This is an optimization exercise on Yosys and OpenROAD, whose aim is small area and a short achievable clock period, not a production implementation.
In this exercise RTL edits were held to simulation tests only and were not proved equivalent to the original.
Power and IR drop assume default switching activity.

==> design.v <==
module ks_add #(parameter W = 8, parameter L = 3) (   
    input  [W-1:0] a,
    input  [W-1:0] b,
    input          cin,
    output [W-1:0] s,
    output         cout
);
    wire [W-1:0] p0;
    wire [W-1:0] gg [0:L];
    wire [W-1:0] pp [0:L];
    genvar i, l;
    for (i = 0; i < W; i = i + 1) begin : g_in
        assign p0[i] = a[i] ? ~b[i] : b[i];
        if (i == 0) begin : g_c
            assign gg[0][i] = p0[i] ? cin : a[i];
        end else begin : g_n
            assign gg[0][i] = a[i] & b[i];
        end
        assign pp[0][i] = p0[i];
    end
    for (l = 0; l < L; l = l + 1) begin : g_lv
        for (i = 0; i < W; i = i + 1) begin : g_b
            if (i >= (1 << l)) begin : g_m
                assign gg[l+1][i] = pp[l][i] ? gg[l][i - (1 << l)] : gg[l][i];
                assign pp[l+1][i] = pp[l][i] & pp[l][i - (1 << l)];
            end else begin : g_p
                assign gg[l+1][i] = gg[l][i];
                assign pp[l+1][i] = pp[l][i];
            end
        end
    end
    for (i = 0; i < W; i = i + 1) begin : g_s
        if (i == 0) begin : g_s0
            assign s[i] = p0[i] ? ~cin : cin;
        end else begin : g_sn
            assign s[i] = p0[i] ? ~gg[L][i-1] : gg[L][i-1];
        end
    end
    assign cout = gg[L][W-1];
endmodule
module CPU(
    clk,
    rst_n,
    in_valid,
    instruction,
    out_valid,
    instruction_fail,
    out_0,
    out_1,
    out_2,
    out_3,
    out_4,
    out_5
);
input clk;
input rst_n;
input in_valid;
input [31:0] instruction;
output logic out_valid, instruction_fail;
output logic [15:0] out_0, out_1, out_2, out_3, out_4, out_5;
function automatic [5:0] regsel(input [4:0] c);
    regsel[0] =  c[0] & ~c[1];
    regsel[1] = ~c[0] &  c[1];
    regsel[2] = ~c[4];
    regsel[3] =  c[2] & ~c[3];
    regsel[4] =  c[2] &  c[3];
    regsel[5] =  c[4] & ~c[0] & ~c[1] & ~c[2];
endfunction
wire [5:0] opc = instruction[31:26];
wire [5:0] fn  = instruction[5:0];
wire is_r    = (opc == 6'b000000);
wire is_addi = (opc == 6'b001000);
wire f_add   = is_r & (fn == 6'b100000);
wire f_mult  = is_r & (fn == 6'b011000);
wire f_sll   = is_r & (fn == 6'b000000);
wire f_sra   = is_r & (fn == 6'b000010);
wire f_relu  = is_r & (fn == 6'b110001);
wire f_lrelu = is_r & (fn == 6'b110010);
wire supported = is_addi | f_add | f_mult | f_sll | f_sra | f_relu | f_lrelu;
wire [5:0] sa = regsel(instruction[25:21]);
wire [5:0] sb = regsel(instruction[20:16]);
wire [15:0] rs_v = ({16{sa[0]}} & out_0) | ({16{sa[1]}} & out_1) | ({16{sa[2]}} & out_2) |
                   ({16{sa[3]}} & out_3) | ({16{sa[4]}} & out_4) | ({16{sa[5]}} & out_5);
wire [15:0] rt_v = ({16{sb[0]}} & out_0) | ({16{sb[1]}} & out_1) | ({16{sb[2]}} & out_2) |
                   ({16{sb[3]}} & out_3) | ({16{sb[4]}} & out_4) | ({16{sb[5]}} & out_5);
wire [4:0] dcode = is_addi ? instruction[20:16] : instruction[15:11];
logic [15:0] a0, b0;
logic [4:0]  sh0;
logic        add0, mul0, lrelu0, relu0, sll0, sra0;
logic [2:0]  d0;
logic        v0, f0;
always_ff @(posedge clk) begin
    a0 <= is_addi ? instruction[15:0] : rt_v;
    b0 <= rs_v;
    sh0 <= instruction[10:6];
    add0 <= is_addi | f_add;
    mul0 <= f_mult;
    lrelu0 <= f_lrelu;
    relu0 <= f_relu;
    sll0 <= f_sll;
    sra0 <= f_sra;
    d0 <= {dcode[3], dcode[1], dcode[0]};
end
always_ff @(posedge clk or negedge rst_n) begin
    if (!rst_n) begin
        v0 <= 1'b0;
        f0 <= 1'b0;
    end else begin
        v0 <= in_valid;
        f0 <= in_valid & ~supported;
    end
end
wire m1_d = mul0 | (lrelu0 & a0[15]);
wire [18:0] a0x = {{3{a0[15]}}, a0};
wire [18:0] tri_a;                       
ks_add #(.W(19), .L(5)) u_tri (.a(a0x), .b({a0x[17:0], 1'b0}), .cin(1'b0), .s(tri_a), .cout());
wire [15:0] neg_a;                       
ks_add #(.W(16), .L(4)) u_neg (.a(~a0), .b(16'd0), .cin(1'b1), .s(neg_a), .cout());
wire [15:0] shl = (sh0[4]) ? 16'd0 : (a0 << sh0[3:0]);
function automatic [4:0] booth8(input [3:0] g);
    logic [2:0] c;
    c = g[2:0] ^ {3{g[3]}};
    booth8[0] = ~c[2] & (c[1] ^ c[0]);
    booth8[1] = (~c[2] & c[1] & c[0]) | (c[2] & ~c[1] & ~c[0]);
    booth8[2] = c[2] & (c[1] ^ c[0]);
    booth8[3] = c[2] & c[1] & c[0];
    booth8[4] = g[3] & (c[2] | c[1] | c[0]);
endfunction
wire [16:0] bx = {b0, 1'b0};
wire [24:0] gm = {booth8(bx[15:12]), booth8(bx[12:9]), booth8(bx[9:6]),
                  booth8(bx[6:3]), booth8(bx[3:0])};
wire [3:0] sk = sh0[4] ? 4'd15 : sh0[3:0];    
wire [24:0] sd;
assign sd[0] = (sk == 4'd15);
assign sd[1] = (sk == 4'd14);
assign sd[2] = 1'b0;
assign sd[3] = (sk == 4'd13);
assign sd[4] = 1'b0;
assign sd[5] = (sk == 4'd12);
assign sd[6] = (sk == 4'd11);
assign sd[7] = 1'b0;
assign sd[8] = (sk == 4'd10);
assign sd[9] = 1'b0;
assign sd[10] = (sk == 4'd9);
assign sd[11] = (sk == 4'd8);
assign sd[12] = 1'b0;
assign sd[13] = (sk == 4'd7);
assign sd[14] = 1'b0;
assign sd[15] = (sk == 4'd6);
assign sd[16] = (sk == 4'd5);
assign sd[17] = 1'b0;
assign sd[18] = (sk == 4'd4);
assign sd[19] = 1'b0;
assign sd[20] = (sk == 4'd3);
assign sd[21] = (sk == 4'd2);
assign sd[22] = 1'b0;
assign sd[23] = (sk == 4'd1);
assign sd[24] = 1'b0;
wire [24:0] ad = 25'd1 << 22;
wire [15:0] r5_d = m1_d ? ((b0[15] & ~b0[14]) ? neg_a : (~b0[15] & b0[14]) ? a0 : 16'd0) :
                   add0 ? b0 :
                   sra0 ? ((sk == 4'd0) ? a0 : 16'd0) :
                   sll0 ? shl :
                   (relu0 & a0[15]) ? 16'd0 : a0;
logic [15:0] a1, r5;
logic [18:0] t1;
logic [24:0] dg1;
logic [2:0]  d1;
logic        v1, f1;
always_ff @(posedge clk) begin
    a1 <= a0;
    t1 <= m1_d ? tri_a : {a0, 3'b000};
    r5 <= r5_d;
    dg1 <= m1_d ? gm : sra0 ? sd : add0 ? ad : 25'd0;
    d1 <= d0;
end
always_ff @(posedge clk or negedge rst_n) begin
    if (!rst_n) begin
        v1 <= 1'b0;
        f1 <= 1'b0;
    end else begin
        v1 <= v0;
        f1 <= f0;
    end
end
wire [18:0] m1x = {{3{a1[15]}}, a1};
wire [18:0] m2x = {{2{a1[15]}}, a1, 1'b0};
wire [18:0] m3x = t1;
wire [18:0] m4x = {a1[15], a1, 2'b0};
function automatic [18:0] ppsel(input [4:0] g, input [18:0] x1, input [18:0] x2,
                                input [18:0] x3, input [18:0] x4);
    ppsel = ({19{g[0]}} & x1) | ({19{g[1]}} & x2) | ({19{g[2]}} & x3) | ({19{g[3]}} & x4);
    ppsel = ppsel ^ {19{g[4]}};
endfunction
wire [18:0] pp0 = ppsel(dg1[4:0],   m1x, m2x, m3x, m4x);
wire [18:0] pp1 = ppsel(dg1[9:5],   m1x, m2x, m3x, m4x);
wire [18:0] pp2 = ppsel(dg1[14:10], m1x, m2x, m3x, m4x);
wire [18:0] pp3 = ppsel(dg1[19:15], m1x, m2x, m3x, m4x);
wire [18:0] pp4 = ppsel(dg1[24:20], m1x, m2x, m3x, m4x);
wire [4:0]  ng  = {dg1[24], dg1[19], dg1[14], dg1[9], dg1[4]};
wire [30:0] tx, ty;
wire ts1, tc2, ts3, tc4, ts5, tc6, ts7, tc8, tp9, ts10, tc11, ts12, tc13, tp14, ts15, tc16, ts17, tc18, tp19, ts20, tc21, ts22, tc23, tp24, ts25, tc26, tp27, ts28, tc29, tp30, ts31, tc32, tp33, ts34, tc35, tp36, ts37, tc38, tp39, ts40, tc41, tp42, ts43, tc44, tp45, ts46, tc47, tp48, ts49, tc50, tp51, ts52, tc53, tp54, ts55, tc56, tp57, ts58, tc59, tp60, ts61, tc62, tp63, ts64, tc65, tp66, ts67, tc68, ts69, tc70, tp71, ts72, tc73, ts74, tc75, tp76, ts77, tc78, ts79, tc80, ts81, tc82, ts83, tc84, ts85, tc86, ts87, tc88, tp89, ts90, tc91, tp92, ts93, tc94, tp95, ts96, tc97, tp98, ts99, tc100, tp101, ts102, tc103, tp104, ts105, tc106, tp107, ts108, tc109, tp110, ts111, tc112, tp113, ts114, tc115, tp116, ts117, tc118, tp119, ts120, tc121, tp122, ts123, tc124, tp125, ts126, tc127, tp128, ts129, tc130, tp131, ts132, tc133, tp134, ts135, tc136, tp137, ts138, tc139, tp140, ts141, tc142, tp143, ts144, tc145, ts146, tc147, ts148, tc149, ts150, tc151, ts152, tc153, ts154, tc155, ts156, tc157, tp158, ts159, tc160, tp161, ts162, tc163, tp164, ts165, tc166, tp167, ts168, tc169, tp170, ts171, tc172, tp173, ts174, tc175, tp176, ts177, tc178, tp179, ts180, tc181, tp182, ts183, tc184, tp185, ts186, tc187, tp188, ts189, tc190, tp191, ts192, tc193, tp194, ts195, tc196, tp197, ts198, tc199, tp200, ts201, tc202, tp203, ts204, tc205, tp206, ts207, tc208, tp209, ts210, tc211, tp212, ts213, tc214, tp215, ts216, tc217, tp218, ts219, tc220, tp221, ts222, tc223, tp224, ts225, tc226, tp227, ts228, tc229, tp230;
assign ts1 = pp0[9] ? ~pp1[6] : pp1[6];
assign tc2 = pp0[9] & pp1[6];
assign ts3 = pp0[10] ? ~pp1[7] : pp1[7];
assign tc4 = pp0[10] & pp1[7];
assign ts5 = pp0[11] ? ~pp1[8] : pp1[8];
assign tc6 = pp0[11] & pp1[8];
assign tp9 = pp0[12] ? ~pp1[9] : pp1[9];
assign ts7 = tp9 ? ~pp2[6] : pp2[6];
assign tc8 = tp9 ? pp2[6] : pp0[12];
assign ts10 = pp3[3] ? ~pp4[0] : pp4[0];
assign tc11 = pp3[3] & pp4[0];
assign tp14 = pp0[13] ? ~pp1[10] : pp1[10];
assign ts12 = tp14 ? ~pp2[7] : pp2[7];
assign tc13 = tp14 ? pp2[7] : pp0[13];
assign ts15 = pp3[4] ? ~pp4[1] : pp4[1];
assign tc16 = pp3[4] & pp4[1];
assign tp19 = pp0[14] ? ~pp1[11] : pp1[11];
assign ts17 = tp19 ? ~pp2[8] : pp2[8];
assign tc18 = tp19 ? pp2[8] : pp0[14];
assign ts20 = pp3[5] ? ~pp4[2] : pp4[2];
assign tc21 = pp3[5] & pp4[2];
assign tp24 = pp0[15] ? ~pp1[12] : pp1[12];
assign ts22 = tp24 ? ~pp2[9] : pp2[9];
assign tc23 = tp24 ? pp2[9] : pp0[15];
assign tp27 = pp3[6] ? ~pp4[3] : pp4[3];
assign ts25 = tp27 ? ~r5[0] : r5[0];
assign tc26 = tp27 ? r5[0] : pp3[6];
assign tp30 = pp0[16] ? ~pp1[13] : pp1[13];
assign ts28 = tp30 ? ~pp2[10] : pp2[10];
assign tc29 = tp30 ? pp2[10] : pp0[16];
assign tp33 = pp3[7] ? ~pp4[4] : pp4[4];
assign ts31 = tp33 ? ~r5[1] : r5[1];
assign tc32 = tp33 ? r5[1] : pp3[7];
assign tp36 = pp0[17] ? ~pp1[14] : pp1[14];
assign ts34 = tp36 ? ~pp2[11] : pp2[11];
assign tc35 = tp36 ? pp2[11] : pp0[17];
assign tp39 = pp3[8] ? ~pp4[5] : pp4[5];
assign ts37 = tp39 ? ~r5[2] : r5[2];
assign tc38 = tp39 ? r5[2] : pp3[8];
assign tp42 = pp0[18] ? ~pp1[15] : pp1[15];
assign ts40 = tp42 ? ~pp2[12] : pp2[12];
assign tc41 = tp42 ? pp2[12] : pp0[18];
assign tp45 = pp3[9] ? ~pp4[6] : pp4[6];
assign ts43 = tp45 ? ~r5[3] : r5[3];
assign tc44 = tp45 ? r5[3] : pp3[9];
assign tp48 = pp0[18] ? ~pp1[16] : pp1[16];
assign ts46 = tp48 ? ~pp2[13] : pp2[13];
assign tc47 = tp48 ? pp2[13] : pp0[18];
assign tp51 = pp3[10] ? ~pp4[7] : pp4[7];
assign ts49 = tp51 ? ~r5[4] : r5[4];
assign tc50 = tp51 ? r5[4] : pp3[10];
assign tp54 = pp0[18] ? ~pp1[17] : pp1[17];
assign ts52 = tp54 ? ~pp2[14] : pp2[14];
assign tc53 = tp54 ? pp2[14] : pp0[18];
assign tp57 = pp3[11] ? ~pp4[8] : pp4[8];
assign ts55 = tp57 ? ~r5[5] : r5[5];
assign tc56 = tp57 ? r5[5] : pp3[11];
assign tp60 = ~pp0[18] ? ~~pp1[18] : ~pp1[18];
assign ts58 = tp60 ? ~pp2[15] : pp2[15];
assign tc59 = tp60 ? pp2[15] : ~pp0[18];
assign tp63 = pp3[12] ? ~pp4[9] : pp4[9];
assign ts61 = tp63 ? ~r5[6] : r5[6];
assign tc62 = tp63 ? r5[6] : pp3[12];
assign tp66 = pp2[16] ? ~pp3[13] : pp3[13];
assign ts64 = tp66 ? ~pp4[10] : pp4[10];
assign tc65 = tp66 ? pp4[10] : pp2[16];
assign ts67 = r5[7] ? ~1'b1 : 1'b1;
assign tc68 = r5[7] & 1'b1;
assign tp71 = pp2[17] ? ~pp3[14] : pp3[14];
assign ts69 = tp71 ? ~pp4[11] : pp4[11];
assign tc70 = tp71 ? pp4[11] : pp2[17];
assign ts72 = r5[8] ? ~1'b1 : 1'b1;
assign tc73 = r5[8] & 1'b1;
assign tp76 = ~pp2[18] ? ~pp3[15] : pp3[15];
assign ts74 = tp76 ? ~pp4[12] : pp4[12];
assign tc75 = tp76 ? pp4[12] : ~pp2[18];
assign ts77 = pp3[16] ? ~pp4[13] : pp4[13];
assign tc78 = pp3[16] & pp4[13];
assign ts79 = pp3[17] ? ~pp4[14] : pp4[14];
assign tc80 = pp3[17] & pp4[14];
assign ts81 = pp0[6] ? ~pp1[3] : pp1[3];
assign tc82 = pp0[6] & pp1[3];
assign ts83 = pp0[7] ? ~pp1[4] : pp1[4];
assign tc84 = pp0[7] & pp1[4];
assign ts85 = pp0[8] ? ~pp1[5] : pp1[5];
assign tc86 = pp0[8] & pp1[5];
assign tp89 = pp2[3] ? ~pp3[0] : pp3[0];
assign ts87 = tp89 ? ~ng[3] : ng[3];
assign tc88 = tp89 ? ng[3] : pp2[3];
assign tp92 = pp2[4] ? ~pp3[1] : pp3[1];
assign ts90 = tp92 ? ~tc2 : tc2;
assign tc91 = tp92 ? tc2 : pp2[4];
assign tp95 = pp2[5] ? ~pp3[2] : pp3[2];
assign ts93 = tp95 ? ~tc4 : tc4;
assign tc94 = tp95 ? tc4 : pp2[5];
assign tp98 = ng[4] ? ~tc6 : tc6;
assign ts96 = tp98 ? ~ts7 : ts7;
assign tc97 = tp98 ? ts7 : ng[4];
assign tp101 = tc8 ? ~tc11 : tc11;
assign ts99 = tp101 ? ~ts12 : ts12;
assign tc100 = tp101 ? ts12 : tc8;
assign tp104 = tc13 ? ~tc16 : tc16;
assign ts102 = tp104 ? ~ts17 : ts17;
assign tc103 = tp104 ? ts17 : tc13;
assign tp107 = tc18 ? ~tc21 : tc21;
assign ts105 = tp107 ? ~ts22 : ts22;
assign tc106 = tp107 ? ts22 : tc18;
assign tp110 = tc23 ? ~tc26 : tc26;
assign ts108 = tp110 ? ~ts28 : ts28;
assign tc109 = tp110 ? ts28 : tc23;
assign tp113 = tc29 ? ~tc32 : tc32;
assign ts111 = tp113 ? ~ts34 : ts34;
assign tc112 = tp113 ? ts34 : tc29;
assign tp116 = tc35 ? ~tc38 : tc38;
assign ts114 = tp116 ? ~ts40 : ts40;
assign tc115 = tp116 ? ts40 : tc35;
assign tp119 = tc41 ? ~tc44 : tc44;
assign ts117 = tp119 ? ~ts46 : ts46;
assign tc118 = tp119 ? ts46 : tc41;
assign tp122 = tc47 ? ~tc50 : tc50;
assign ts120 = tp122 ? ~ts52 : ts52;
assign tc121 = tp122 ? ts52 : tc47;
assign tp125 = tc53 ? ~tc56 : tc56;
assign ts123 = tp125 ? ~ts58 : ts58;
assign tc124 = tp125 ? ts58 : tc53;
assign tp128 = tc59 ? ~tc62 : tc62;
assign ts126 = tp128 ? ~ts64 : ts64;
assign tc127 = tp128 ? ts64 : tc59;
assign tp131 = tc65 ? ~tc68 : tc68;
assign ts129 = tp131 ? ~ts69 : ts69;
assign tc130 = tp131 ? ts69 : tc65;
assign tp134 = r5[9] ? ~tc70 : tc70;
assign ts132 = tp134 ? ~tc73 : tc73;
assign tc133 = tp134 ? tc73 : r5[9];
assign tp137 = r5[10] ? ~1'b1 : 1'b1;
assign ts135 = tp137 ? ~tc75 : tc75;
assign tc136 = tp137 ? tc75 : r5[10];
assign tp140 = r5[11] ? ~1'b1 : 1'b1;
assign ts138 = tp140 ? ~tc78 : tc78;
assign tc139 = tp140 ? tc78 : r5[11];
assign tp143 = ~pp3[18] ? ~pp4[15] : pp4[15];
assign ts141 = tp143 ? ~r5[12] : r5[12];
assign tc142 = tp143 ? r5[12] : ~pp3[18];
assign ts144 = pp4[16] ? ~r5[13] : r5[13];
assign tc145 = pp4[16] & r5[13];
assign ts146 = pp4[17] ? ~r5[14] : r5[14];
assign tc147 = pp4[17] & r5[14];
assign ts148 = pp4[18] ? ~r5[15] : r5[15];
assign tc149 = pp4[18] & r5[15];
assign ts150 = pp0[3] ? ~pp1[0] : pp1[0];
assign tc151 = pp0[3] & pp1[0];
assign ts152 = pp0[4] ? ~pp1[1] : pp1[1];
assign tc153 = pp0[4] & pp1[1];
assign ts154 = pp0[5] ? ~pp1[2] : pp1[2];
assign tc155 = pp0[5] & pp1[2];
assign tp158 = pp2[0] ? ~ng[2] : ng[2];
assign ts156 = tp158 ? ~ts81 : ts81;
assign tc157 = tp158 ? ts81 : pp2[0];
assign tp161 = pp2[1] ? ~tc82 : tc82;
assign ts159 = tp161 ? ~ts83 : ts83;
assign tc160 = tp161 ? ts83 : pp2[1];
assign tp164 = pp2[2] ? ~tc84 : tc84;
assign ts162 = tp164 ? ~ts85 : ts85;
assign tc163 = tp164 ? ts85 : pp2[2];
assign tp167 = ts1 ? ~tc86 : tc86;
assign ts165 = tp167 ? ~ts87 : ts87;
assign tc166 = tp167 ? ts87 : ts1;
assign tp170 = ts3 ? ~tc88 : tc88;
assign ts168 = tp170 ? ~ts90 : ts90;
assign tc169 = tp170 ? ts90 : ts3;
assign tp173 = ts5 ? ~tc91 : tc91;
assign ts171 = tp173 ? ~ts93 : ts93;
assign tc172 = tp173 ? ts93 : ts5;
assign tp176 = ts10 ? ~tc94 : tc94;
assign ts174 = tp176 ? ~ts96 : ts96;
assign tc175 = tp176 ? ts96 : ts10;
assign tp179 = ts15 ? ~tc97 : tc97;
assign ts177 = tp179 ? ~ts99 : ts99;
assign tc178 = tp179 ? ts99 : ts15;
assign tp182 = ts20 ? ~tc100 : tc100;
assign ts180 = tp182 ? ~ts102 : ts102;
assign tc181 = tp182 ? ts102 : ts20;
assign tp185 = ts25 ? ~tc103 : tc103;
assign ts183 = tp185 ? ~ts105 : ts105;
assign tc184 = tp185 ? ts105 : ts25;
assign tp188 = ts31 ? ~tc106 : tc106;
assign ts186 = tp188 ? ~ts108 : ts108;
assign tc187 = tp188 ? ts108 : ts31;
assign tp191 = ts37 ? ~tc109 : tc109;
assign ts189 = tp191 ? ~ts111 : ts111;
assign tc190 = tp191 ? ts111 : ts37;
assign tp194 = ts43 ? ~tc112 : tc112;
assign ts192 = tp194 ? ~ts114 : ts114;
assign tc193 = tp194 ? ts114 : ts43;
assign tp197 = ts49 ? ~tc115 : tc115;
assign ts195 = tp197 ? ~ts117 : ts117;
assign tc196 = tp197 ? ts117 : ts49;
assign tp200 = ts55 ? ~tc118 : tc118;
assign ts198 = tp200 ? ~ts120 : ts120;
assign tc199 = tp200 ? ts120 : ts55;
assign tp203 = ts61 ? ~tc121 : tc121;
assign ts201 = tp203 ? ~ts123 : ts123;
assign tc202 = tp203 ? ts123 : ts61;
assign tp206 = ts67 ? ~tc124 : tc124;
assign ts204 = tp206 ? ~ts126 : ts126;
assign tc205 = tp206 ? ts126 : ts67;
assign tp209 = ts72 ? ~tc127 : tc127;
assign ts207 = tp209 ? ~ts129 : ts129;
assign tc208 = tp209 ? ts129 : ts72;
assign tp212 = ts74 ? ~tc130 : tc130;
assign ts210 = tp212 ? ~ts132 : ts132;
assign tc211 = tp212 ? ts132 : ts74;
assign tp215 = ts77 ? ~tc133 : tc133;
assign ts213 = tp215 ? ~ts135 : ts135;
assign tc214 = tp215 ? ts135 : ts77;
assign tp218 = ts79 ? ~tc136 : tc136;
assign ts216 = tp218 ? ~ts138 : ts138;
assign tc217 = tp218 ? ts138 : ts79;
assign tp221 = tc80 ? ~tc139 : tc139;
assign ts219 = tp221 ? ~ts141 : ts141;
assign tc220 = tp221 ? ts141 : tc80;
assign tp224 = 1'b1 ? ~tc142 : tc142;
assign ts222 = tp224 ? ~ts144 : ts144;
assign tc223 = tp224 ? ts144 : 1'b1;
assign tp227 = 1'b1 ? ~tc145 : tc145;
assign ts225 = tp227 ? ~ts146 : ts146;
assign tc226 = tp227 ? ts146 : 1'b1;
assign tp230 = 1'b1 ? ~tc147 : tc147;
assign ts228 = tp230 ? ~ts148 : ts148;
assign tc229 = tp230 ? ts148 : 1'b1;
assign tx[0] = pp0[0];
assign ty[0] = ng[0];
assign tx[1] = pp0[1];
assign ty[1] = 1'b0;
assign tx[2] = pp0[2];
assign ty[2] = 1'b0;
assign tx[3] = ng[1];
assign ty[3] = ts150;
assign tx[4] = tc151;
assign ty[4] = ts152;
assign tx[5] = tc153;
assign ty[5] = ts154;
assign tx[6] = tc155;
assign ty[6] = ts156;
assign tx[7] = tc157;
assign ty[7] = ts159;
assign tx[8] = tc160;
assign ty[8] = ts162;
assign tx[9] = tc163;
assign ty[9] = ts165;
assign tx[10] = tc166;
assign ty[10] = ts168;
assign tx[11] = tc169;
assign ty[11] = ts171;
assign tx[12] = tc172;
assign ty[12] = ts174;
assign tx[13] = tc175;
assign ty[13] = ts177;
assign tx[14] = tc178;
assign ty[14] = ts180;
assign tx[15] = tc181;
assign ty[15] = ts183;
assign tx[16] = tc184;
assign ty[16] = ts186;
assign tx[17] = tc187;
assign ty[17] = ts189;
assign tx[18] = tc190;
assign ty[18] = ts192;
assign tx[19] = tc193;
assign ty[19] = ts195;
assign tx[20] = tc196;
assign ty[20] = ts198;
assign tx[21] = tc199;
assign ty[21] = ts201;
assign tx[22] = tc202;
assign ty[22] = ts204;
assign tx[23] = tc205;
assign ty[23] = ts207;
assign tx[24] = tc208;
assign ty[24] = ts210;
assign tx[25] = tc211;
assign ty[25] = ts213;
assign tx[26] = tc214;
assign ty[26] = ts216;
assign tx[27] = tc217;
assign ty[27] = ts219;
assign tx[28] = tc220;
assign ty[28] = ts222;
assign tx[29] = tc223;
assign ty[29] = ts225;
assign tx[30] = tc226;
assign ty[30] = ts228;
wire c9;
ks_add #(.W(9), .L(4)) u_lo (.a(tx[8:0]), .b(ty[8:0]), .cin(1'b0), .s(), .cout(c9));
logic [21:0] x2, y2;
logic        c2;
logic [2:0]  d2;
logic        v2, f2;
always_ff @(posedge clk) begin
    x2 <= tx[30:9];
    y2 <= ty[30:9];
    c2 <= c9;
    d2 <= d1;
end
always_ff @(posedge clk or negedge rst_n) begin
    if (!rst_n) begin
        v2 <= 1'b0;
        f2 <= 1'b0;
    end else begin
        v2 <= v1;
        f2 <= f1;
    end
end
wire [21:0] sum3;
ks_add #(.W(22), .L(5)) u_fin (.a(x2), .b(y2), .cin(c2), .s(sum3), .cout());
wire [15:0] wb = sum3[21:6];
wire [15:0] wd = v2 ? wb : 16'd0;
wire [5:0] we;
assign we[0] = ~v2 | (~f2 & ~d2[2] & ~d2[1] &  d2[0]);
assign we[1] = ~v2 | (~f2 & ~d2[2] &  d2[1] & ~d2[0]);
assign we[2] = ~v2 | (~f2 &  d2[2] & ~d2[1]);
assign we[3] = ~v2 | (~f2 & ~d2[2] &  d2[1] &  d2[0]);
assign we[4] = ~v2 | (~f2 &  d2[2] &  d2[1]);
assign we[5] = ~v2 | (~f2 & ~d2[2] & ~d2[1] & ~d2[0]);
always_ff @(posedge clk or negedge rst_n) begin
    if (!rst_n) begin
        out_valid <= 1'b0;
        instruction_fail <= 1'b0;
        out_0 <= 16'd0;
        out_1 <= 16'd0;
        out_2 <= 16'd0;
        out_3 <= 16'd0;
        out_4 <= 16'd0;
        out_5 <= 16'd0;
    end else begin
        out_valid <= v2;
        instruction_fail <= v2 & f2;
        if (we[0]) out_0 <= wd;
        if (we[1]) out_1 <= wd;
        if (we[2]) out_2 <= wd;
        if (we[3]) out_3 <= wd;
        if (we[4]) out_4 <= wd;
        if (we[5]) out_5 <= wd;
    end
end
endmodule
==> flow/run.sh <==
#!/bin/bash
# The standard layout, with plain buf_2 cells as the port buffers (the default
# port buffer here is the slower and larger clkdlybuf4s50_1).
set -euo pipefail
bash standard.sh BUFFER_PORTS_ARGS="-buffer_cell sky130_fd_sc_hd__buf_2" finish > run_standard.log 2>&1
==> standard.sh <==
#!/bin/bash
# synth_recipe.tcl (not shown) runs the flow's synth.tcl, then flattens the netlist and writes it again
# the make line also repeats each setting of config.mk as NAME=value (left out here)
make -C /OpenROAD-flow-scripts/flow DESIGN_CONFIG=/design/flow/config.mk WORK_HOME=/design/flow/orfs CLKGATE_MAP_FILE= SYNTH_SCRIPT=/design/flow/synth_recipe.tcl "${@:-finish}"
==> constraint.sdc <==
create_clock -name core_clock -period 4.5 [get_ports {clk}]
set_input_delay 0.9000 -clock core_clock [delete_from_list [all_inputs] [get_ports {clk}]]
set_output_delay 0.9000 -clock core_clock [all_outputs]
set_load 0.01 [all_outputs]
==> config.mk <==
export PLATFORM = sky130hd
export DESIGN_NAME = CPU
export DESIGN_NICKNAME = CPU
export VERILOG_FILES = /design/flow/design.v
export SDC_FILE = /design/flow/constraint.sdc
export NUM_CORES = 4
export LEC_CHECK = 0
export CAP_MARGIN = 20
export CORE_MARGIN = 2
export CORE_UTILIZATION = 50
export SETUP_SLACK_MARGIN = 2.0
export SLEW_MARGIN = 20
==> summary.md, run 1 <==
| Metric | Value |
|---|---|
| Fill count | `~3200` |
| Final Setup Violations | `0` |
| Delay-heaviest family, CP | `adder cells` |
| Total wire length | `between 60000 and 70000 um` |
| Area added between synthesis and finish | `17.4%` |
| Post-DP HPWL | `~46000 um` |
| Share of cells above drive strength 1 | `0.256` |
| Largest net degree at the start of global routing | `79` |
| Core ar. | `between 30000 and 40000 um2` |
| MaxCap Viol Count | `0` |
| Clock skew | `around 0.034 ns` |
| Worst-path cell with the longest stage delay | `a222oi_1` |
| Final Hold Viols | `0` |
| Initial antenna violation count | `2` |
| Via density | `6.37` |
| Worst hold path class | `in -> async` |
| VDD IR max | `0.000342 V` |
| First-pass GRT wire length | `95200 um` |
| Most frequent cells in the layout | `nand2_1 (255), xnor2_1 (185), buf_2 (131)` |
| Final setup TNS | `0 ns` |
| Yosys cell types | `79` |
| Register bit total from synthesis | `~280` |
| Top FF cell, synth | `dfxtp_1` |
| Via count | `16600` |
| Max Slew Vio Count | `0` |
| Leak pwr | `approximately 9 nW` |
| Synth Cell Area | `about 18000 um2` |
| Row cnt | `around 70` |
| CTS tree | `built` |
| DIE WIDTH | `around 190 um` |
| Worst Path Class, Setup | `reg -> reg` |
| PortBufs | `around 130` |
| Worst hold slack | `approximately 0.33 ns` |
| Synth warn | `5` |
| CP Data Required Time | `approximately 5.0 ns` |
| Clk root buf | `clkbuf_16` |
| Status | `no timing/DRC/antenna violations` |
| Largest stage delay, worst path | `0.74 ns` |
| Crit start category | `register` |
| Post-synth ARST share | `0.377` |
| Final antenna-violating net count | `0` |
| Total I/O pin count | `about 130` |
| H-tree depth | `1` |
| Total iterations of the first detailed-routing run | `9` |
| Longest Clk Path Bufs | `3` |
| CP bufs+invs | `1` |
| Die H | `between 150 and 200 um` |
| Clk pin slew, worst setup/hold paths | `approximately 0.060 ns` |
| CTS buffer count | `31` |
| Tmin final | `2.56 ns` |
| Fmax | `between 300 and 400 MHz` |
| Routed len/inst | `approximately 24 um` |
| Relative slew slack | `0.263` |
| Avg Cell Area, Syn | `around 8.9 um2` |
| Iter 0 DRT Violations | `roughly 2100` |
| Die area | `37800 um2` |
| Sequential cell area fraction in the yosys report | `0.333` |
| Hold buffers post-CTS | `0` |
| Worst-margin pin slew | `1.10 ns` |
| Starting Density | `0.509` |
| Clk latency of the worst-skew pair | `just under 0.6 ns` |
| Non-Filler Instances | `2605` |
| GRT Residual Overflow | `0` |
| Worst path arrival time | `3.01 ns` |
| Post-Synthesis Cells | `roughly 2000` |
| Commonest non-fill, non-tap cell in the layout | `nand2_1` |
| GPL Wtd Cong | `~0.94` |
| Sink Count | `roughly 280` |
| Critical Path, Cell by Cell | `buf_4 -> a222oi_1 -> xnor2_1 -> ha_2 -> maj3_2 -> maj3_1` |
| CP Capture Type | `register` |
| RSZ-0062 raised after global routing | `yes` |
| Tot Pwr | `roughly 0.011 W` |
| Post-layout util | `0.598` |
| Inst Count DP | `around 2500` |
| Power density over the cells | `around 530 nW/um2` |
| Overall Global Routing Usage | `0.322` |
| Syn Nets | `approximately 2200` |
| DRC errors left | `0` |
| Vias in the first global route | `roughly 15000` |
| EDFF count, synth | `0` |
| Total Nets Final | `approximately 2200` |
| Critical path fanouts, max | `13` |
| Post-route clock period utilization | `0.570` |
[state kept, by name (all words and copies together) (netlist names), 3 cells and up]
name / flops
d2: 3
a0: 16
out_4: 16
out_3: 16
r5: 16
out_2: 16
sh0: 5
x2: 22
d1: 3
dg1: 25
out_5: 16
t1: 19
out_1: 16
out_0: 16
y2: 22
b0: 16
a1: 15
d0: 3
[path summary, 6_finish.rpt]
check	start	endpoint	slack (ns)	depth (start not counted)
worst max-delay path	a1[1]	x2[7]	1.94	6
worst min-delay path	rst_n	out_2[4]	0.33	1
worst max register to register	a1[1]	x2[7]	1.94	6
worst min register to register	d1[0]	d2[0]	0.33	0
max in group asynchronous	rst_n	out_0[14]	3.27	2
min in group core_clock	d1[0]	d2[0]	0.33	0
[where the power goes]
group          switching (W)  leakage (nW)  internal (W)
Combinational        0.00247          5.59       0.00195
Clock                0.00108         0.515       0.00151
Sequential           0.00116          2.83       0.00306
[Yosys cell counts (10+ instances only)]
| library cell | instances | area share |
|---|---|---|
| o22ai_1 | 19 | 0.0065 |
| nand2_1 | 255 | 0.053 |
| or3_1 | 10 | 0.0034 |
| o21ai_0 | 93 | 0.026 |
| inv_1 | 44 | 0.0091 |
| and3_1 | 11 | 0.0038 |
| clkbuf_1 | 101 | 0.021 |
| a21oi_1 | 81 | 0.022 |
| dfrtp_1 | 104 | 0.14 |
| a31oi_1 | 30 | 0.010 |
| ha_1 | 73 | 0.050 |
| o31ai_1 | 32 | 0.013 |
| and2_1 | 11 | 0.0038 |
| a221oi_2 | 20 | 0.017 |
| nor2_1 | 116 | 0.024 |
| nand3_1 | 35 | 0.0096 |
| xnor2_1 | 195 | 0.094 |
| mux2i_1 | 19 | 0.010 |
| buf_2 | 46 | 0.013 |
| a222oi_1 | 36 | 0.020 |
| dfxtp_1 | 172 | 0.19 |
| nand2b_1 | 16 | 0.0055 |
| a22oi_1 | 69 | 0.029 |
| a22o_1 | 57 | 0.027 |
| mux2_2 | 53 | 0.033 |
| nor2b_1 | 33 | 0.011 |
| nor3_1 | 18 | 0.0050 |
| maj3_2 | 17 | 0.011 |
| a211oi_1 | 10 | 0.0041 |
| maj3_1 | 28 | 0.015 |
| xor2_1 | 64 | 0.031 |
| a221oi_1 | 47 | 0.023 |
[through the flow]
stage                     worst slack, ns  instance area [um2]
after floorplan                      1.98                18200
after global placement               1.62                18900
after detailed placement             1.54                18900
after CTS                            1.92                20400
after global routing                 1.83                21300
final                                1.94                21300
[area by class of cell]
class	instances	area, um2	share of cell area
multi-input combinational	1558	12100	0.568
sequential	276	6190	0.290
timing repair buffer	204	1220	0.0572
clock buffer	38	842	0.0395
tap	461	577	0.0271
clock inverter	20	208	0.00974
inverter	47	180	0.00845
antenna	1	2.50	0.000117
[cells by family (layout without fill, tap and decap cells)]
kind of cell               count (synthesis)  count (layout)  share of synthesized area
and+or+nand+nor                          541             541                      0.133
buffers and inverters                    209             309                     0.0493
other                                      0               1                          0
muxes                                     80              80                     0.0533
DFF                                      276             276                      0.333
AOI/OAI and AO/OA                        554             555                      0.224
adders and majority gates                119             119                     0.0774
xor gates and xnor gates                 263             263                      0.129
[routing by layer]
layer / global-route usage / vias up / part of all wire
li1: - / 7545 / -
met1: 0.472 / 7983 / 0.44
met2: 0.492 / 925 / 0.44
met3: 0.0514 / 147 / 0.093
met4: 0.0869 / 0 / 0.031
met5: 0 / - / 0
[repair_timing]
item	in CTS	in global routing
pin swaps	13	39
resized for setup	108	133
gates cloned	0	1
setup endpoints to repair	121	117
buffers inserted	17	32
==> run 2: changes to the inputs <==
--- a/design.v
+++ b/design.v
@@ -156,20 +156,23 @@
 assign sd[22] = 1'b0;
 assign sd[23] = (sk == 4'd1);
 assign sd[24] = 1'b0;
-wire [24:0] ad = 25'd1 << 22;
-wire [15:0] r5_d = m1_d ? ((b0[15] & ~b0[14]) ? neg_a : (~b0[15] & b0[14]) ? a0 : 16'd0) :
-                   add0 ? b0 :
-                   sra0 ? ((sk == 4'd0) ? a0 : 16'd0) :
-                   sll0 ? shl :
-                   (relu0 & a0[15]) ? 16'd0 : a0;
-logic [15:0] a1, r5;
+wire [24:0] ad = 25'd1 << 23;
+wire r5_neg = m1_d & b0[15] & ~b0[14];
+wire r5_a   = (m1_d & ~b0[15] & b0[14]) | (sra0 & (sk == 4'd0)) |
+              (~m1_d & ~add0 & ~sra0 & ~sll0 & ~(relu0 & a0[15]));
+wire r5_b   = add0;
+wire r5_sh  = sll0;
+wire [15:0] r5_d = ({16{r5_neg}} & neg_a) | ({16{r5_a}} & a0) |
+                   ({16{r5_b}} & b0) | ({16{r5_sh}} & shl);
+logic [16:0] a1;
+logic [15:0] r5;
 logic [18:0] t1;
 logic [24:0] dg1;
 logic [2:0]  d1;
 logic        v1, f1;
 always_ff @(posedge clk) begin
-    a1 <= a0;
-    t1 <= m1_d ? tri_a : {a0, 3'b000};
+    a1 <= add0 ? {a0, 1'b0} : {a0[15], a0};
+    t1 <= tri_a;
     r5 <= r5_d;
     dg1 <= m1_d ? gm : sra0 ? sd : add0 ? ad : 25'd0;
     d1 <= d0;
@@ -183,10 +186,10 @@
         f1 <= f0;
     end
 end
-wire [18:0] m1x = {{3{a1[15]}}, a1};
-wire [18:0] m2x = {{2{a1[15]}}, a1, 1'b0};
+wire [18:0] m1x = {{2{a1[16]}}, a1};
+wire [18:0] m2x = {a1[16], a1, 1'b0};
 wire [18:0] m3x = t1;
-wire [18:0] m4x = {a1[15], a1, 2'b0};
+wire [18:0] m4x = {a1, 2'b0};
 function automatic [18:0] ppsel(input [4:0] g, input [18:0] x1, input [18:0] x2,
                                 input [18:0] x3, input [18:0] x4);
     ppsel = ({19{g[0]}} & x1) | ({19{g[1]}} & x2) | ({19{g[2]}} & x3) | ({19{g[3]}} & x4);
--- a/config.mk
+++ b/config.mk
@@ -7,6 +7,6 @@
 export LEC_CHECK = 0
 export CAP_MARGIN = 20
 export CORE_MARGIN = 2
-export CORE_UTILIZATION = 50
+export CORE_UTILIZATION = 45
 export SETUP_SLACK_MARGIN = 2.0
 export SLEW_MARGIN = 20
==> run 2 against run 1 <==
  * First-iteration DRC count is 0.57% higher
  * Worst setup slack better by 0.051 ns
  * Still clean on timing, DRC and antenna
  * Count of clock-buffer cells in the layout is 4 higher
  * Clock skew is 0.0055 ns higher
  * Via count is 0.56% lower
  * Synthesized cell count is 2.7% lower
  * Core utilization is 5.4 points lower
  * Final area is 0.90% lower
  * Global-route usage is 3.0 points lower
==> summary.md, run 2 <==
| Metric | Value |
|---|---|
| Tmin final | `~2.5 ns` |
| EDFF count, synth | `0` |
| Non-Filler Instances | `2617` |
| Leading post-synthesis cells by instance count | `nand2_1 (193), xnor2_1 (175), dfxtp_1 (172)` |
| Largest net degree at the start of global routing | `82` |
| Top FF cell, synth | `dfxtp_1` |
| Iter 0 DRT Violations | `about 2100` |
| VDD IR max | `around 0.00035 V` |
| Most numerous cell in the Yosys netlist | `nand2_1` |
| GPL Wtd Cong | `a little under 1` |
| Total wire length | `around 62000 um` |
| Relative slew slack | `0.281` |
| Place WS | `about 1.5 ns` |
| Die area | `~40000 um2` |
| Post-DP HPWL | `~45000 um` |
| Clock skew | `0.0399 ns` |
| Yosys cell types | `78` |
| Initial antenna violation count | `3` |
| CTS tree | `built` |
| CP Data Required Time | `4.89 ns` |
| Leak pwr | `approximately 8.7 nW` |
| Final Setup Violations | `0` |
| First-pass GRT wire length | `93500 um` |
| Final Worst Setup Slack | `about 2.0 ns` |
| Commonest non-fill, non-tap cell in the layout | `nand2_1` |
| Biggest register | `dg1` |
| H-tree depth | `2` |
| Top cells by area, synth | `dfxtp_1 (19%), dfrtp_1 (15%), xnor2_1 (8.6%)` |
| Number of flip-flops in the largest register | `25` |
| Worst-margin pin slew | `roughly 1.1 ns` |
| Clk pin slew, worst setup/hold paths | `0.06 ns` |
| Overall Global Routing Usage | `0.293` |
| Post-synth ARST share | `0.377` |
| Total iterations of the first detailed-routing run | `6` |
| Total I/O pin count | `approximately 130` |
| Critical Path, Cell by Cell | `buf_2 -> buf_4 -> a221oi_4 -> xor2_1 -> xnor2_1 -> xnor2_1 -> maj3_1 -> maj3_1` |
| Power density over the cells | `around 370 nW/um2` |
| Via density | `between 6 and 7` |
| Longest Clk Path Bufs | `3` |
| Total Nets Final | `~2200` |
| Via count | `16507` |
| Max Slew Vio Count | `0` |
| Worst-path cell with the longest stage delay | `maj3_1` |
| Row cnt | `72` |
| GRT Residual Overflow | `0` |
| RSZ-0062 raised after global routing | `yes` |
| Worst path arrival time | `around 2.9 ns` |
| CP Capture Type | `register` |
| PortBufs | `roughly 130` |
| Register bit total from synthesis | `approximately 280` |
| DRC errors left | `0` |
| Post-synth top area share | `0.194` |
| Starting Density | `0.457` |
| Inst Count DP | `2504` |
| Final antenna-violating net count | `0` |
| Crit start category | `register` |
| Final Hold Viols | `0` |
| Synth Cell Area | `~18000 um2` |
| Clk root buf | `clkbuf_16` |
| Worst hold path class | `reg -> reg` |
| MaxCap Viol Count | `0` |
| Critical path fanouts, max | `6` |
| CTS buffer count | `34` |
| Tot Pwr | `0.00781 W` |
| Largest stage delay, worst path | `between 0.4 and 0.5 ns` |
| DIE WIDTH | `a little over 200 um` |
| Routed len/inst | `roughly 24 um` |
| Fmax | `about 400 MHz` |
| Synth warn | `5` |
| Clk latency of the worst-skew pair | `roughly 0.56 ns` |
| Most frequent cells in the layout | `nand2_1 (191), xnor2_1 (161), buf_2 (132)` |
| Worst Path Class, Setup | `reg -> reg` |
| Largest area contributor in the netlist | `dfxtp_1` |
| Status | `no timing/DRC/antenna violations` |
| Sink Count | `276` |
| Syn Nets | `2095` |
| Post-Synthesis Cells | `roughly 2000` |
| Post-route clock period utilization | `0.558` |
| Core ar. | `between 30000 and 40000 um2` |
| Biggest regs | `dg1: 25 flops, x2: 22 flops, y2: 22 flops` |
| Area added between synthesis and finish | `19.0%` |
| Die H | `about 200 um` |
| Sequential cell area fraction in the yosys report | `0.340` |
| Share of cells above drive strength 1 | `0.224` |
| Final setup TNS | `0 ns` |
| Vias in the first global route | `15418` |
| Avg Cell Area, Syn | `~9 um2` |
run 2: cell count changes in the layout (fill, tap and decap cells not counted), sizes merged, moves of 18 or more:
cell,change
mux2,-20
nand2,-62
o21ai,+30
o22ai,+18
o31ai,-25
xnor2,-21
xor2,-20
run 2: layout make-up:
type,instances,area (um2)
Fill cell,3521,17700
Timing Repair Buffer,203,1260
Clock inverter,17,178
Multi-Input combinational cell,1513,11800
Antenna cell,1,2.50
Clock buffer,42,932
Inverter,47,176
Sequential cell,276,6180
Tap cell,518,648
run 2: per-layer routing:
layer | global-route usage | vias up | share of wire
li1 | - | 7487 | -
met1 | 0.396 | 7906 | 0.42
met2 | 0.470 | 932 | 0.46
met3 | 0.0567 | 180 | 0.088
met4 | 0.0985 | 2 | 0.035
met5 | 0 | - | 0.00011
run 2: cell families after synthesis:
group | count (synthesis) | synth area share
buf+inv | 197 | 0.0431
flops | 276 | 0.340
simple gates | 494 | 0.130
compound gates | 601 | 0.239
fa+ha+maj | 121 | 0.0791
xor+xnor | 237 | 0.131
mux | 60 | 0.0376
run 2: worst paths after layout:
kind | cells after the start | from | to | slack (ns)
min in group asynchronous | 1 | rst_n | instruction_fail | 0.39
worst min register to register | 0 | d1[1] | d2[1] | 0.32
worst max-delay path | 8 | dg1[7] | x2[6] | 1.99
max in group asynchronous | 2 | rst_n | v1 | 3.26
worst max register to register | 8 | dg1[7] | x2[6] | 1.99
worst min-delay path | 0 | d1[1] | d2[1] | 0.32
run 2: per-stage QoR:
step	utilization	cell area, um2	hold WS [ns]
2_1_floorplan	-	17800	0.310
3_3_place_gp	0.480	18700	0.311
3_5_place_dp	0.480	18700	0.312
4_1_cts	0.522	20300	0.326
5_1_grt	0.544	21100	0.331
6_report	0.544	21100	0.325
run 2: critical path: cells and delay by family, from the launching register on:
| family | cells | cell delay [ns] |
|---|---|---|
| xor gates and xnor gates | 3 | 0.53 |
| AOI/OAI and AO/OA | 1 | 0.31 |
| adders and majority gates | 2 | 0.81 |
| buffers and inverters | 2 | 0.34 |
| DFF | 1 | 0.38 |
run 2: repair_timing:
action	in CTS	in global routing
buffers inserted	9	44
hold buffers	0	0
resized for setup	120	105
pin swaps	14	49
setup endpoints to repair	127	120
run 2: report_power, final:
part	switching, W	internal [W]
registers	0.000529	0.00274
logic	0.00108	0.000750
clock network	0.00116	0.00156
total	0.00276	0.00505
==> run 3: changes to the inputs <==
--- a/config.mk
+++ b/config.mk
@@ -8,5 +8,5 @@
 export CAP_MARGIN = 20
 export CORE_MARGIN = 2
 export CORE_UTILIZATION = 45
-export SETUP_SLACK_MARGIN = 2.0
+export SETUP_SLACK_MARGIN = 2.2
 export SLEW_MARGIN = 20
==> run 3 against run 2 <==
  * Non-clock buffer count is 115 higher
  * Worst hold slack worse by 0.0041 ns
  * Count of clock-buffer cells in the layout increased by 2
  * First-iteration DRC count is 12% lower
  * Wire length is 7.2% higher
  * Combinational power up about 20%
  * Synthesized cell count stayed put
  * Critical path depth is 2 higher
  * Area after synthesis unchanged
  * Global-route usage is 0.96 points higher
  * Largest cell class unchanged
==> summary.md, run 3 <==
| Metric | Value |
|---|---|
| Status | `no timing/DRC/antenna violations` |
| PortBufs | `about 130` |
| Worst-path cell with the longest stage delay | `dfxtp_4` |
| Commonest non-fill, non-tap cell in the layout | `nand2_1` |
| Final Setup Violations | `0` |
| Largest area contributor in the netlist | `dfxtp_1` |
| H-tree depth | `1` |
| Total wire length | `66900 um` |
| CTS tree | `built` |
| Post-route clock period utilization | `0.562` |
| First-pass GRT wire length | `between 90000 and 100000 um` |
| GPL Wtd Cong | `0.934` |
| Overall Global Routing Usage | `0.302` |
| Final Hold Viols | `0` |
| Total I/O pin count | `around 130` |
| Final setup TNS | `0 ns` |
| Avg Cell Area, Syn | `between 8 and 9 um2` |
| Post-Synthesis Cells | `about 2000` |
| Worst Path Class, Setup | `reg -> reg` |
| Top cells by area, synth | `dfxtp_1 (19%), dfrtp_1 (15%), xnor2_1 (8.6%)` |
| Worst path arrival time | `2.99 ns` |
| CP Data Required Time | `between 4 and 5 ns` |
| Tot Pwr | `around 0.0080 W` |
| RR Startpoint | `dg1[3]` |
| Hold Crit Depth | `0` |
| Largest stage delay, worst path | `0.40 ns` |
| Vias in the first global route | `about 16000` |
| CTS buffer count | `31` |
| Largest net degree at the start of global routing | `78` |
| Final antenna-violating net count | `0` |
| Final instance area | `23300 um2` |
| GRT Residual Overflow | `0` |
| Row cnt | `a little over 70` |
| DIE WIDTH | `203 um` |
| Seq pwr share | `0.409` |
| Critical Path, Cell by Cell | `buf_4 -> a22o_1 -> a221oi_1 -> xnor2_1 -> ha_1 -> xnor2_1 -> xnor2_1 -> ha_1 -> nor2_1 -> a21oi_2` |
| Synth Cell Area | `17800 um2` |
| Net Sw Power | `around 0.0028 W` |
| Top FF cell, synth | `dfxtp_1` |
| Worst hold path class | `reg -> reg` |
| Relative slew slack | `0.313` |
| Most numerous cell in the Yosys netlist | `nand2_1` |
| Starting Density | `0.457` |
| Clock skew | `roughly 0.040 ns` |
| Total Nets Final | `2296` |
| DRC errors left | `0` |
| Post-synth ARST share | `0.377` |
| Most used cell, CP | `xnor2_1` |
| Syn Nets | `between 2000 and 2500` |
| Clk root buf | `clkbuf_16` |
| Number of flip-flops in the largest register | `25` |
| Biggest register | `dg1` |
| Crit start category | `register` |
| Max Slew Vio Count | `0` |
| Most frequent cells in the layout | `nand2_1 (180), buf_4 (151), xnor2_1 (133)` |
| EDFF count, synth | `0` |
| Sink Count | `approximately 280` |
| Routed len/inst | `roughly 24 um` |
| Hold worst-path end | `d1[2]` |
| RSZ-0062 raised after global routing | `yes` |
| Clk pin slew, worst setup/hold paths | `approximately 0.06 ns` |
| CP Capture Type | `register` |
| Via count | `17405` |
| Fmax | `396 MHz` |
| Share of cells above drive strength 1 | `0.355` |
| Post-synth top area share | `0.194` |
| R2R Setup Slk | `between 1.5 and 2 ns` |
| Sequential cell area fraction in the yosys report | `0.340` |
| Die H | `203 um` |
| Core ar. | `~39000 um2` |
| Biggest regs | `dg1: 25 flops, x2: 22 flops, y2: 22 flops` |
| Register bit total from synthesis | `~280` |
| Total iterations of the first detailed-routing run | `9` |
| Leading post-synthesis cells by instance count | `nand2_1 (193), xnor2_1 (175), dfxtp_1 (172)` |
| Longest Clk Path Bufs | `3` |
| Iter 0 DRT Violations | `about 1900` |
| Worst Reg-to-Reg Cells | `10` |
| Tmin final | `approximately 2.5 ns` |
| Placed inst area | `around 19000 um2` |
| MaxCap Viol Count | `0` |
| VDD IR max | `between 0.0002 and 0.0003 V` |
| Post-layout util | `0.601` |
| RR Endpoint | `c2` |
| Initial antenna violation count | `2` |
| Yosys cell types | `between 70 and 80` |
| Via density | `around 6.4` |
| Leak pwr | `around 9.7 nW` |
| Clk pwr share | `0.316` |
| Critical path fanouts, max | `7` |
| Comb power frac | `0.275` |
| Post-DP HPWL | `44700 um` |
| Worst-margin pin slew | `approximately 1 ns` |
| Min-delay src | `d0[2]` |
| Area added between synthesis and finish | `31.3%` |
| Pint | `approximately 0.0051 W` |
| Power density over the cells | `around 340 nW/um2` |
| Net Sw Frac | `0.355` |
| Clk latency of the worst-skew pair | `around 0.6 ns` |
| Synth warn | `5` |
| Die area | `a little over 40000 um2` |
run 3: cell count changes in the layout (fill, tap and decap cells not counted), moves of 18 or more:
cell     delta
o21ai_0    -22
maj3_1     -27
xnor2_1    -28
maj3_2     +27
xnor2_2    +22
dfxtp_4    +18
buf_4      +89
run 3: timing repair:
action	4_1_cts	5_1_grt
pin swaps	82	108
setup buffers	89	80
gates cloned	0	0
endpoints found under the hold margin	0	0
setup endpoints to repair	154	143
hold buffers	0	0
gates resized for setup	260	248
run 3: how the worst max path moves through the flow:
stage | startpoint | to | cells after the start | slack (ns)
after global placement | c2 | out_3[15] | 6 | 1.49
after detailed placement | c2 | out_0[15] | 6 | 1.45
after CTS | dg1[1] | c2 | 11 | 2.05
after global routing | dg1[3] | c2 | 10 | 1.87
after floorplan | dg1[3] | c2 | 13 | 2.09
final | dg1[3] | c2 | 10 | 1.97
run 3: per-stage QoR:
stage          worst slack [ns]  std cells  hold slack, ns
2_1_floorplan              2.09       1986           0.310
3_3_place_gp               1.49       2503           0.311
3_5_place_dp               1.45       2503           0.314
4_1_cts                    2.05       2649           0.325
5_1_grt                    1.87       2729           0.325
6_report                   1.97       2730           0.321
run 3: metal layers:
metal  track usage  wire length, um
met1         0.403            26800
met2         0.485            30500
met3        0.0599             6180
met4         0.115             3380
met5             0                8
run 3: cells by family after synthesis:
family / after synthesis / share of synthesized area
and+or+nand+nor: 494 / 0.130
buffers and inverters: 197 / 0.0431
adders and majority gates: 121 / 0.0791
DFF: 276 / 0.340
AOI/OAI and AO/OA: 601 / 0.239
xor gates and xnor gates: 237 / 0.131
muxes: 60 / 0.0376
run 3: layout make-up:
cell class	instances	area (um2)
clock inverter	13	119
multi-input combinational	1513	12900
inverter	47	190
fill	3188	15500
antenna	1	2.50
sequential	276	6240
tap	518	648
clock buffer	44	905
timing repair buffer	318	2300
run 3: critical path: cells and delay by family, from the launching register on:
family / cells / cell delay, ns
flops: 1 / 0.40
buf+inv: 1 / 0.19
fa+ha+maj: 2 / 0.57
xor+xnor: 3 / 0.50
simple gates: 1 / 0.14
compound gates: 3 / 0.60
run 3: power groups by stage:
stage / Combinational [W] / Sequential [W] / Clock [W]
floorplan: 0.00109 / 0.00305 / 0
global placement: 0.00154 / 0.00327 / 0
detailed placement: 0.00155 / 0.00327 / 0
CTS: 0.00189 / 0.00322 / 0.00254
global route: 0.00235 / 0.00329 / 0.00265
finish: 0.00219 / 0.00327 / 0.00252
==> run 4: changes to the inputs <==
--- a/config.mk
+++ b/config.mk
@@ -8,5 +8,5 @@
 export CAP_MARGIN = 20
 export CORE_MARGIN = 2
 export CORE_UTILIZATION = 45
-export SETUP_SLACK_MARGIN = 2.2
+export SETUP_SLACK_MARGIN = 1.7
 export SLEW_MARGIN = 20
==> run 4 against run 3 <==
  * Still clean on timing, DRC and antenna
  * First-iteration DRC count is 1.4% lower
  * Core utilization decreased by 8.8 points
  * Global-route usage fell by 1.8 points
  * Clock skew up 0.017 ns
  * Synthesized cell count unchanged
  * Sequential share of layout area increased by 3.8 points
  * Sequential power is essentially flat
  * Flip-flop and latch count stayed put
  * Clock power is 3% higher
  * Final area shrank 15%
  * Maximum frequency is 9.3% lower
  * Critical endpoint is now y2[8]
  * Highest routed layer unchanged
==> summary.md, run 4 <==
| Metric | Value |
|---|---|
| Total I/O pin count | `roughly 130` |
| ANT cells | `0` |
| Most numerous cell in the Yosys netlist | `nand2_1` |
| Final antenna-violating net count | `0` |
| Final setup TNS | `0 ns` |
| Row cnt | `72` |
| DRC errors left | `0` |
| Fill count | `~3700` |
| DIE WIDTH | `between 200 and 250 um` |
| Post-Synthesis Cells | `between 1500 and 2000` |
| Syn Nets | `around 2100` |
| Via count | `roughly 16000` |
| Hold buffers post-CTS | `0` |
| Clock skew | `around 0.057 ns` |
| Clk pin slew, worst setup/hold paths | `0.07 ns` |
| Commonest non-fill, non-tap cell in the layout | `nand2_1` |
| Comb power frac | `0.221` |
| Crit start category | `register` |
| Avg Cell Area, Syn | `a little under 9 um2` |
| Worst Path Class, Setup | `reg -> reg` |
| Clk pwr share | `0.346` |
| Post-synthesis mux area share | `0.0376` |
| Total Nets Final | `about 2100` |
| EDFF count, synth | `0` |
| Net Sw Power | `~0.0026 W` |
| Area added between synthesis and finish | `12.1%` |
| Register bit total from synthesis | `approximately 280` |
| First-pass GRT wire length | `92000 um` |
| Leak pwr | `8.20 nW` |
| Yosys cell types | `78` |
| Synth Cell Area | `~18000 um2` |
| Fmax | `359 MHz` |
| Adder-cell share of the synthesized area | `0.0791` |
| Worst path arrival time | `3.26 ns` |
| Largest area contributor in the netlist | `dfxtp_1` |
| Total iterations of the first detailed-routing run | `9` |
| Worst Reg-to-Reg Cells | `6` |
| Tmin final | `~2.8 ns` |
| Top FF cell, synth | `dfxtp_1` |
| Final instance area | `around 20000 um2` |
| Overall Global Routing Usage | `0.284` |
| Post-synth ARST share | `0.377` |
| Clk root buf | `clkbuf_16` |
| Die area | `41100 um2` |
| Iter 0 DRT Violations | `roughly 1800` |
| Via density | `around 6.3` |
| Clk latency of the worst-skew pair | `0.61 ns` |
| Synth Area in XOR/XNOR | `0.131` |
| Longest Clk Path Bufs | `3` |
| Share of cells above drive strength 1 | `0.150` |
| Initial antenna violation count | `1` |
| Compound-cell area share of the yosys netlist | `0.239` |
| Most frequent cells in the layout | `nand2_1 (193), xnor2_1 (172), dfxtp_1 (146)` |
| GRT Residual Overflow | `0` |
| Post-synth top area share | `0.194` |
| Leading post-synthesis cells by instance count | `nand2_1 (193), xnor2_1 (175), dfxtp_1 (172)` |
| H-tree depth | `1` |
| Top cells by area, synth | `dfxtp_1 (19%), dfrtp_1 (15%), xnor2_1 (8.6%)` |
| Number of flip-flops in the largest register | `25` |
| RSZ-0062 raised after global routing | `yes` |
| CP Capture Type | `register` |
| Status | `no timing/DRC/antenna violations` |
| Starting Density | `0.457` |
| Simple-gate area share of the yosys netlist | `0.130` |
| Vias in the first global route | `15334` |
| Total wire length | `59800 um` |
| Placed inst area | `~19000 um2` |
| Power density over the cells | `about 380 nW/um2` |
| Worst-margin pin slew | `1.16 ns` |
| Seq pwr share | `0.433` |
| Largest family of logic cells by synthesized area | `compound AO/OA/AOI/OAI gates` |
| Net Sw Frac | `0.347` |
| Tot Pwr | `~0.0075 W` |
| Core ar. | `38800 um2` |
| Pint | `between 0.004 and 0.005 W` |
| PortBufs | `132` |
| Synth warn | `5` |
| Post-layout util | `0.513` |
| MaxCap Viol Count | `0` |
| Post-route clock period utilization | `0.619` |
| Final Setup Violations | `0` |
| CP Data Required Time | `4.98 ns` |
| Worst hold path class | `in -> async` |
| Final Hold Viols | `0` |
| Max Slew Vio Count | `0` |
| Critical path fanouts, max | `18` |
| VDD IR max | `~0.00031 V` |
| Post-DP HPWL | `roughly 45000 um` |
| Largest net degree at the start of global routing | `80` |
| CTS tree | `built` |
| Die H | `just over 200 um` |
| Biggest register | `dg1` |
| Sequential cell area fraction in the yosys report | `0.340` |
| Sink Count | `between 200 and 300` |
| Routed len/inst | `about 23 um` |
| GPL Wtd Cong | `about 0.95` |
| Biggest regs | `dg1: 25 flops, x2: 22 flops, y2: 22 flops` |
| CTS buffer count | `30` |
| Relative slew slack | `0.224` |
==> run 4: changes by cell type in the layout (fill, tap and decap cells not counted), moves of 25 or more <==
cell / before / now
xnor2_2: 35 / 4
dfxtp_1: 105 / 146
buf_4: 151 / 20
a221oi_1: 23 / 61
maj3_1: 10 / 46
a221oi_2: 33 / 5
o21ai_0: 100 / 129
ha_1: 46 / 71
dfxtp_4: 44 / 2
xnor2_1: 133 / 172
maj3_2: 37 / 1
==> run 4: logic make-up (layout without fill, tap and decap cells) <==
kind of cell	Yosys count	count (layout)
adder cells (fa/ha/maj)	121	121
AO/OA/AOI/OAI	601	601
XOR/XNOR	237	237
flip-flops	276	276
AND/OR/NAND/NOR	494	494
buffers and inverters	197	255
multiplexers	60	60
==> run 4: power by group through the flow <==
stage / Combinational, W / Clock (W) / Sequential, W
CTS: 0.00159 / 0.00263 / 0.00321
floorplan: 0.00108 / 0 / 0.00304
finish: 0.00165 / 0.00259 / 0.00324
global route: 0.00179 / 0.00272 / 0.00327
global placement: 0.00155 / 0 / 0.00325
detailed placement: 0.00157 / 0 / 0.00326
==> run 4: path summary, 6_finish.rpt <==
path                          from               end  slack, ns
setup / recovery           dg1[17]             y2[8]       1.71
hold / removal               rst_n  instruction_fail       0.33
setup reg to reg           dg1[17]             y2[8]       1.71
hold reg to reg              d0[0]             d1[0]       0.33
max in group asynchronous    rst_n          out_5[7]       3.31
min in group core_clock      d0[0]             d1[0]       0.33
==> run 4: routing by layer <==
layer | GRT usage | part of all wire
met1 | 0.394 | 0.43
met2 | 0.452 | 0.45
met3 | 0.0409 | 0.086
met4 | 0.101 | 0.035
met5 | 0 | 0.00022
==> run 4: per-stage QoR <==
stage,hold WS (ns),std cells,setup slack (ns)
final,0.327,2562,1.71
after global routing,0.329,2562,1.68
after CTS,0.327,2561,1.70
after detailed placement,0.312,2506,1.50
after global placement,0.311,2506,1.58
after floorplan,0.310,1986,1.94
==> run 4: area by class of cell <==
cell class | instances | area [um2] | share of cell area
Tap cell | 518 | 648 | 0.0326
Clock inverter | 11 | 150 | 0.00754
Timing Repair Buffer | 153 | 828 | 0.0416
Clock buffer | 44 | 905 | 0.0454
Multi-Input combinational cell | 1513 | 11100 | 0.558
Inverter | 47 | 176 | 0.00886
Sequential cell | 276 | 6080 | 0.306
==> run 4: critical path, stage by stage (launching register included) <==
cell and delay (ns):
dfxtp_1 0.81, a221oi_1 0.23, xnor2_1 0.21, maj3_1 0.49, maj3_1 0.41, xnor2_1 0.15, xnor2_1 0.33
==> run 4: timing repair <==
action | CTS | global route
endpoints found under the setup margin | 36 | 75
buffers inserted | 0 | 1
pin swaps | 0 | 2
resized for setup | 16 | 37
==> run 5: changes to the inputs <==
--- a/config.mk
+++ b/config.mk
@@ -7,6 +7,6 @@
 export LEC_CHECK = 0
 export CAP_MARGIN = 20
 export CORE_MARGIN = 2
-export CORE_UTILIZATION = 45
-export SETUP_SLACK_MARGIN = 1.7
+export CORE_UTILIZATION = 55
+export SETUP_SLACK_MARGIN = 2.0
 export SLEW_MARGIN = 20
==> run 5 against run 4 <==
  * Die area is 18% lower
  * Highest routed layer is now met4
  * Core utilization is 15 points higher
  * Clock skew fell by 0.040 ns
  * Clock power about the same
  * Final cell count is 2.5% lower
  * Combinational power is 12% higher
  * Via count grew 3.4%
  * Register-to-register slack better by 0.22 ns
  * Critical path depth rose by 3
  * Still clean
==> summary.md, run 5 <==
| Metric | Value |
|---|---|
| Simple-gate area share of the yosys netlist | `0.130` |
| Post-synthesis mux area share | `0.0376` |
| Via count | `between 15000 and 20000` |
| Final Hold Viols | `0` |
| Adder-cell share of the synthesized area | `0.0791` |
| Max Slew Vio Count | `0` |
| Most numerous cell in the Yosys netlist | `nand2_1` |
| Final setup TNS | `0 ns` |
| Die area | `approximately 34000 um2` |
| Iter 0 DRT Violations | `2139` |
| Biggest register | `dg1` |
| Clk pwr share | `0.336` |
| Routed len/inst | `around 25 um` |
| Pint | `0.00499 W` |
| Longest Clk Path Bufs | `3` |
| Net Sw Frac | `0.354` |
| Power density over the cells | `about 370 nW/um2` |
| DRC errors left | `0` |
| PortBufs | `132` |
| Number of flip-flops in the largest register | `25` |
| Overall Global Routing Usage | `0.359` |
| CP bufs+invs | `2` |
| Clk root buf | `clkbuf_16` |
| GRT Residual Overflow | `0` |
| First-pass GRT wire length | `~93000 um` |
| CTS buffer count | `30` |
| Sequential cell area fraction in the yosys report | `0.340` |
| GPL Wtd Cong | `0.959` |
| Synth Area in XOR/XNOR | `0.131` |
| Hold buffers post-CTS | `0` |
| Clk pin slew, worst setup/hold paths | `0.06 ns` |
| Critical path fanouts, max | `6` |
| Biggest regs | `dg1: 25 flops, x2: 22 flops, y2: 22 flops` |
| Compound-cell area share of the yosys netlist | `0.239` |
| Via density | `about 6.7` |
| Leading post-synthesis cells by instance count | `nand2_1 (193), xnor2_1 (175), dfxtp_1 (172)` |
| Most frequent cells in the layout | `nand2_1 (191), xnor2_1 (164), buf_2 (131)` |
| Status | `no timing/DRC/antenna violations` |
| Clk latency of the worst-skew pair | `slightly below 0.6 ns` |
| Total wire length | `about 63000 um` |
| Clock skew | `between 0.015 and 0.02 ns` |
| Top cells by area, synth | `dfxtp_1 (19%), dfrtp_1 (15%), xnor2_1 (8.6%)` |
| Worst-margin pin slew | `approximately 1.1 ns` |
| Tmin final | `2.56 ns` |
| Total I/O pin count | `approximately 130` |
| Comb power frac | `0.238` |
| Leak pwr | `between 8 and 9 nW` |
| Largest net degree at the start of global routing | `54` |
| Post-synth top area share | `0.194` |
| Avg Cell Area, Syn | `just under 9 um2` |
| Worst hold path class | `in -> async` |
| CP Data Required Time | `between 4 and 5 ns` |
| Relative slew slack | `0.276` |
| EDFF count, synth | `0` |
| Post-layout util | `0.661` |
| Post-route clock period utilization | `0.569` |
| Delay-heaviest family, CP | `compound AO/OA/AOI/OAI gates` |
| Fmax | `about 400 MHz` |
| Largest area contributor in the netlist | `dfxtp_1` |
| Seq pwr share | `0.426` |
| VDD IR max | `0.000349 V` |
| CTS tree | `built` |
| Final Setup Violations | `0` |
| Initial antenna violation count | `1` |
| Commonest non-fill, non-tap cell in the layout | `nand2_1` |
| Fill count | `roughly 2600` |
| Starting Density | `0.561` |
| Synth Cell Area | `about 18000 um2` |
| CP Capture Type | `register` |
| Yosys cell types | `between 70 and 80` |
| Row cnt | `65` |
-- run 5: kinds of logic after synthesis --
| kind of cell | count (synthesis) |
|---|---|
| AOI/OAI and AO/OA | 601 |
| and+or+nand+nor | 494 |
| DFF | 276 |
| xor gates and xnor gates | 237 |
| buffers and inverters | 197 |
| adders and majority gates | 121 |
| muxes | 60 |
-- run 5: power groups by stage --
stage	Sequential, W	Combinational [W]	Clock, W
2_1_floorplan	0.00304	0.00108	0
3_3_place_gp	0.00329	0.00154	0
3_5_place_dp	0.00329	0.00156	0
4_1_cts	0.00326	0.00163	0.00262
5_1_grt	0.00332	0.00196	0.00273
6_report	0.00329	0.00184	0.00259
-- run 5: cell type report --
type                            count  area, um2  share of cell area
Multi-Input combinational cell   1513      11700               0.562
Sequential cell                   276       6180               0.295
Timing Repair Buffer              202       1240              0.0591
Clock buffer                       41        926              0.0443
Tap cell                          402        503              0.0240
Inverter                           47        176             0.00843
Clock inverter                     15        149             0.00712
Antenna cell                        1       2.50            0.000120
-- run 5: what timing repair did --
item,in CTS,in global routing
pin swaps,10,48
gates resized for setup,109,122
setup buffers,6,46
endpoints found under the hold margin,0,0
endpoints found under the setup margin,117,115
-- run 5: per-stage QoR --
stage / power, W / hold WS (ns) / std cells / setup WS (ns) / cell area, um2
finish: 0.00772 / 0.0992 / 2497 / 1.94 / 20900
global route: 0.00800 / 0.0835 / 2496 / 1.92 / 20900
CTS: 0.00751 / 0.0735 / 2450 / 1.95 / 20000
detailed placement: 0.00485 / 0.312 / 2388 / 1.43 / 18500
global placement: 0.00482 / 0.312 / 2388 / 1.52 / 18500
floorplan: 0.00412 / 0.310 / 1986 / 2.02 / 17800
-- run 5: final timing paths --
check                            from        end  cells after the start
worst max-delay path            y2[0]  out_4[13]                      9
worst min-delay path            rst_n   out_0[4]                      1
worst max register to register  y2[0]  out_4[13]                      9
worst min register to register  d1[0]      d2[0]                      0
max in group asynchronous       rst_n  out_3[10]                      2
min in group core_clock         d1[0]      d2[0]                      0
-- run 5: per-layer routing --
metal	vias up	GRT usage	routed length [um]
met1	8085	0.511	26700
li1	7479	-	-
met5	-	0	0
met2	952	0.553	27500
met3	173	0.0723	6180
met4	0	0.103	2580

-- re-timing with driven ports --
The flow's constraints put no driver on any port. The routed layouts listed below were extracted and timed again, unchanged, in two steps.
Step 1 assumes that a clkbuf_16 drives the clock port and a buf_2 every other input.
Step 2, shift: input delay + t, output delay - t, t = (earliest + latest rising clock arrival at the registers) / 2. This alone moves slack from input paths to output paths.
Slacks: ideal ports / drivers / drivers and shift; pairs: ideal ports / drivers.
run	t (ns)	slack for setup (ns)
run 1	0.629	1.937 / 1.937 / 1.777
run 2	0.598	1.988 / 1.988 / 1.688
run 3	0.640	1.973 / 1.973 / 1.713
run 4	0.635	1.715 / 1.715 / 1.715
run 5	0.633	1.938 / 1.938 / 1.678
After both steps every run listed still meets setup and hold.
